What follows belongs to an exercise in optimizing a design on an open flow for small area; a production flow would make more cautious choices.
Where RTL was checked, it was by simulation tests only, not by an equivalence proof against the original.
Power figures rest on the tool's default switching activity, not on a simulated workload.

// top
module top (
    input  logic clk,
    input  logic rst,
    input  logic sclk,
    input  logic cs_n,
    input  logic mosi,
    output logic miso,
    input  logic signed [15:0] input_current,
    output logic [2:0] spikes
);
Size: ~2,200 cells after synthesis, roughly 520 flip-flops, ~25 I/O pins.
Settings: LEC_CHECK=0, CAP_MARGIN=20, CORE_MARGIN=2, CORE_UTILIZATION=40, SLEW_MARGIN=20; clock period 14.0 ns.
standard.sh (not shown) runs the stock make flow with config.mk's settings and CLKGATE_MAP_FILE= SYNTH_SCRIPT=/design/flow/synth_recipe.tcl, a recipe that flattens the netlist after the stock synthesis.
==> flow/flow/run.sh <==
#!/bin/bash
# Own flow: the standard ORFS flow, except that synthesis maps the
# combinational logic with an area-oriented ABC script (flow/abc_area.script
# in place of ORFS's abc_speed.script). Synthesis itself is the standard one
# (synth_recipe.tcl: -nofsm -noshare, flattened, renamed), so the registers,
# their names and cell types are unchanged; every step after synthesis is
# standard.sh's own.
set -euo pipefail
W=$(pwd)

# a copy of ORFS's scripts with the ABC script swapped
rm -rf "$W/scripts_area"
mkdir -p "$W/scripts_area"
cp -r "$FLOW_HOME/scripts/." "$W/scripts_area/"
cp "$W/flow/abc_area.script" "$W/scripts_area/abc_speed.script"

# synthesis (make reads SCRIPTS_DIR from the environment)
SCRIPTS_DIR="$W/scripts_area" bash "$W/standard.sh" synth > "$W/synth.log" 2>&1

# floorplan to final layout, the standard way, from that netlist
bash "$W/standard.sh" finish > "$W/layout.log" 2>&1

test -f "$W/out/final.def"
==> flow/flow/abc_area.script <==
&get -n
&st
&syn2
&dch -f
&nf -p -a -R 1000
&st
&syn2
&dch -f
&nf -p -a -R 1000
&st
&dch -f
&nf -p -a -R 1000
&put
topo
stime -c
The baseline ran to the end with no violations.
Edit:
- CORE_UTILIZATION: 40 -> 65
- CTS_BUF_LIST: default -> sky130_fd_sc_hd__clkbuf_16
- CTS_CLUSTER_DIAMETER: default -> 100
- CTS_CLUSTER_SIZE: default -> 20
Via count is about the same.
Critical path depth is lower by 2.
Utilization rises by 25 points.
Design area fell by 5.7%.
Clock skew is lower by 0.020 ns.
Cell count goes down by 12%.
Wire length fell by 3.3%.
Sequential share of layout area rises by 2.8 points.
Global-route usage grows by 12 points.
Setup slack improves by 0.085 ns.
Register-to-register slack improved by 0.04 ns.
Edit:
- CTS_CLUSTER_DIAMETER: 100 -> 120
- CTS_CLUSTER_SIZE: 20 -> 25
After rerunning:
- The changed run passed the timing, design-rule and antenna checks
- total power falls by about 3%
- worst hold slack improves by 0.0041 ns
- routed wire length fell by about 0.4%
- clock skew drops by 0.010 ns
- worst setup slack gets worse by 0.0097 ns
- synthesized cell count does not change
- core utilization fell by 0.34 points
- cell count decreases by about 0.33%
- synthesized area does not change
- clock power shrinks by 8.1%
No run of this note included a check of the RTL's function; only the layout flow was run.

== the previous run ==
Another version of the RTL of top (not shown whole).
For scale: roughly 2100 cells after synthesis, roughly 22000 sq um of cells after synthesis.
==> flow/design.v (excerpt) <==
module top (
    input  logic clk,
    input  logic rst,
    input  logic sclk,
    input  logic cs_n,
    input  logic mosi,
    output logic miso,
    input  logic signed [15:0] input_current,
    output logic [2:0] spikes
);
    logic wr_en, rd_pending, addr_valid;
    logic [15:0] frame;
    logic [15:0] rd_data, nthreshold, nleak, reset_potential, refractory_cycles;
    logic [2:0][15:0] weight_sum;
    spi_slave_interface spi_inst (
        .clk(clk), .rst(rst), .sclk(sclk), .cs_n(cs_n), .mosi(mosi), .miso(miso),
        .wr_en(wr_en), .rd_pending(rd_pending), .addr_valid(addr_valid),
        .frame(frame), .rd_data(rd_data)
    );
    parameter_register_file reg_file (
        .clk(clk), .rst(rst), .wr_en(wr_en), .rd_pending(rd_pending),
        .addr_valid(addr_valid), .frame(frame), .rd_data(rd_data),
        .nthreshold(nthreshold), .nleak(nleak), .reset_potential(reset_potential),
        .refractory_cycles(refractory_cycles), .weight_sum(weight_sum)
    );
    fully_connected_neural_network nn_inst (
        .clk(clk), .rst(rst), .input_current(input_current), .nthreshold(nthreshold),
        .nleak(nleak), .reset_potential(reset_potential), .refractory_cycles(refractory_cycles),
        .weight_sum(weight_sum), .spikes_layer_2(spikes)
    );
endmodule
Settings: LEC_CHECK=0, CAP_MARGIN=20, CORE_MARGIN=2, CORE_UTILIZATION=65, CTS_BUF_LIST=sky130_fd_sc_hd__clkbuf_16, CTS_CLUSTER_DIAMETER=100, CTS_CLUSTER_SIZE=20, SLEW_MARGIN=20; clock period 14.0 ns.
==> flow/flow/run.sh <==
#!/bin/bash
# Own flow: the standard ORFS flow with three changes that only affect
# how the cells are chosen:
#  - synthesis maps the combinational logic with an area-oriented ABC script
#    (flow/abc_area.script in place of ORFS's abc_speed.script). Synthesis is
#    otherwise the standard one (synth_recipe.tcl: -nofsm -noshare, flattened,
#    renamed), so the registers, their names and cell types are unchanged;
#  - every input and output port still gets its own buffer, but a buf_1;
#  - clock tree: clkbuf_16 sink clusters of at most 20 flip-flops, without
#    dummy loads.
# Every step after synthesis is standard.sh's own.
set -euo pipefail
W=$(pwd)

# a copy of ORFS's scripts with the ABC script swapped
rm -rf "$W/scripts_area"
mkdir -p "$W/scripts_area"
cp -r "$FLOW_HOME/scripts/." "$W/scripts_area/"
cp "$W/flow/abc_area.script" "$W/scripts_area/abc_speed.script"

# synthesis (make reads SCRIPTS_DIR from the environment)
SCRIPTS_DIR="$W/scripts_area" bash "$W/standard.sh" synth > "$W/synth.log" 2>&1

# floorplan to final layout, the standard way, from that netlist
bash "$W/standard.sh" \
  "BUFFER_PORTS_ARGS=-buffer_cell sky130_fd_sc_hd__buf_1" \
  "CTS_ARGS=-sink_clustering_enable -repair_clock_nets -sink_clustering_size 24 -sink_clustering_max_diameter 110 -buf_list sky130_fd_sc_hd__clkbuf_16 -dont_use_dummy_load" \
  finish > "$W/layout.log" 2>&1

test -f "$W/out/final.def"
Scripts as last shown in full above: flow/flow/abc_area.script
Both conditions hold for the previous run: the flow ran to the end and the final layout passed the timing, design-rule and antenna checks.
Setup changes, the previous run to the current run
- removing CTS_BUF_LIST (formerly sky130_fd_sc_hd__clkbuf_16)
- removing CTS_CLUSTER_SIZE (formerly 20)
- changing CORE_UTILIZATION from 65 to 85
- removing CTS_CLUSTER_DIAMETER (formerly 100)
-- flow/flow/run.sh --
<<< the previous run, line 7
#    renamed), so the registers, their names and cell types are unchanged;
#  - every input and output port still gets its own buffer, but a buf_1;
#  - clock tree: clkbuf_16 sink clusters of at most 20 flip-flops, without
#    dummy loads.
# Every step after synthesis is standard.sh's own.
>>> the current run, line 7
#    renamed), so the registers, their names and cell types are unchanged;
#  - every input and output port still gets its own buffer, but a buf_1;
#  - clock tree: clkbuf_16 sink clusters of at most 24 flip-flops, without
#    dummy loads.
# Every step after synthesis is standard.sh's own.
[summary]
Summary — final routed wire length divided by cell count, the current run relative to the previous run: higher, by about 20%.
Of the previous run and the current run, the run reporting the lower global-route usage over all layers was the previous run.
The portion of the clock cycle consumed by the worst path in the final layout in the current run sits 0.89 points above the value recorded for the previous run.
Cmp the current run vs the previous run: met3 demand-to-capacity share in global routing higher in the current run
| worst setup slack | the current run vs the previous run | 120 ps lower |
Of the previous run and the current run, the current run shows the lower register-to-register slack, with the previous run above it.
Taking the previous run over the current run, the routed wire length ratio works out to 0.870.
The current run was carried through to the last stage, and its layout satisfied the timing, design-rule and antenna checks.

Setup of the baseline:
Starting RTL as in the previous note.
clock: 14.0 ns
lec_check: 0
cap_margin: 5
core_margin: 2
core_utilization: 75
slew_margin: 5
==> flow/flow/run.sh <==
#!/bin/bash
# Own flow: the standard ORFS flow with three changes that only affect
# how the cells are chosen:
#  - synthesis maps the combinational logic with an area-oriented ABC script
#    (flow/abc_area.script in place of ORFS's abc_speed.script). Synthesis is
#    otherwise the standard one (synth_recipe.tcl: -nofsm -noshare, flattened,
#    renamed), so the registers, their names and cell types are unchanged;
#  - every input and output port still gets its own buffer, but a buf_1;
#  - clock tree: clkbuf_16 sink clusters of at most 20 flip-flops, without
#    dummy loads.
# Every step after synthesis is standard.sh's own.
set -euo pipefail
W=$(pwd)

# a copy of ORFS's scripts with the ABC script swapped
rm -rf "$W/scripts_area"
mkdir -p "$W/scripts_area"
cp -r "$FLOW_HOME/scripts/." "$W/scripts_area/"
cp "$W/flow/abc_area.script" "$W/scripts_area/abc_speed.script"

# synthesis (make reads SCRIPTS_DIR from the environment)
SCRIPTS_DIR="$W/scripts_area" bash "$W/standard.sh" synth > "$W/synth.log" 2>&1

# floorplan to final layout, the standard way, from that netlist
bash "$W/standard.sh" \
  "BUFFER_PORTS_ARGS=-buffer_cell sky130_fd_sc_hd__buf_1" \
  "CTS_ARGS=-sink_clustering_enable -repair_clock_nets -sink_clustering_size 24 -sink_clustering_max_diameter 110 -buf_list sky130_fd_sc_hd__clkbuf_16 -dont_use_dummy_load" \
  finish > "$W/layout.log" 2>&1

test -f "$W/out/final.def"
Scripts as last shown in full above: flow/flow/abc_area.script
Relative to the baseline, the following input files were edited for the candidate:
- setting CTS_BUF_LIST to sky130_fd_sc_hd__clkbuf_16 for the first time
- setting CTS_CLUSTER_SIZE to 20 for the first time
- changing SLEW_MARGIN from 5 to 20
- changing CORE_UTILIZATION from 75 to 65
- setting CTS_CLUSTER_DIAMETER to 100 for the first time
- changing CAP_MARGIN from 5 to 20
--- a/flow/flow/run.sh
+++ b/flow/flow/run.sh
@@ -26,3 +26,3 @@
   "BUFFER_PORTS_ARGS=-buffer_cell sky130_fd_sc_hd__buf_1" \
-  "CTS_ARGS=-sink_clustering_enable -repair_clock_nets -sink_clustering_size 24 -sink_clustering_max_diameter 110 -buf_list sky130_fd_sc_hd__clkbuf_16 -dont_use_dummy_load" \
+  "CTS_ARGS=-sink_clustering_enable -repair_clock_nets -sink_clustering_size 20 -sink_clustering_max_diameter 100 -buf_list sky130_fd_sc_hd__clkbuf_16 -dont_use_dummy_load" \
   finish > "$W/layout.log" 2>&1
Findings:
The clock network contribution to total cell area number comes out higher for the candidate vs the baseline. Via count: the candidate vs the baseline down 487. Total power ended up about 2.8% higher on the candidate than on the baseline. From the baseline to the candidate the numbers moved as follows: net load switching power moved up; met2 usage lost 8.3 points.

re-timing with driven ports:
How much do the figures lean on ideal ports? The routed layouts below were timed once more, with nothing changed but the port constraints.
Step 1 (the two cells are an assumption about what drives the block):
set clk [get_ports {clk}]
set_driving_cell -lib_cell sky130_fd_sc_hd__clkbuf_16 $clk
set_driving_cell -lib_cell sky130_fd_sc_hd__buf_2 [delete_from_list [all_inputs] $clk]
Step 2, shift: input delay + t, output delay - t, t = (earliest + latest rising clock arrival at the registers) / 2. This alone moves slack from input paths to output paths.
Three values: ideal ports, drivers, drivers and shift; two values: the first two.
run	shift t [ns]	setup WS [ns]	hold WS [ns]	worst register clock-pin slew, ns
the first run of note 1	0.667	2.108 / 2.140 / 1.473	0.316 / 0.316 / 0.316	0.07 / 0.07
the second run of note 1	0.640	2.193 / 2.217 / 1.577	0.317 / 0.317 / 0.317	0.10 / 0.10
the third run of note 1	0.611	2.184 / 2.206 / 1.594	0.322 / 0.322 / 0.322	0.12 / 0.12
the previous run	0.609	2.301 / 2.327 / 1.718	0.312 / 0.312 / 0.312	0.11 / 0.11
the current run	0.611	2.176 / 2.208 / 1.596	0.301 / 0.301 / 0.301	0.11 / 0.11
the baseline	0.593	2.467 / 2.500 / 1.906	0.300 / 0.300 / 0.300	0.11 / 0.11
the candidate	0.615	2.328 / 2.354 / 1.739	0.303 / 0.303 / 0.303	0.10 / 0.10
After both steps every run listed still meets setup and hold. For the first run of note 1, which loses most, drivers alone change the setup slack by +0.032 ns; drivers and shift together by -0.635 ns.
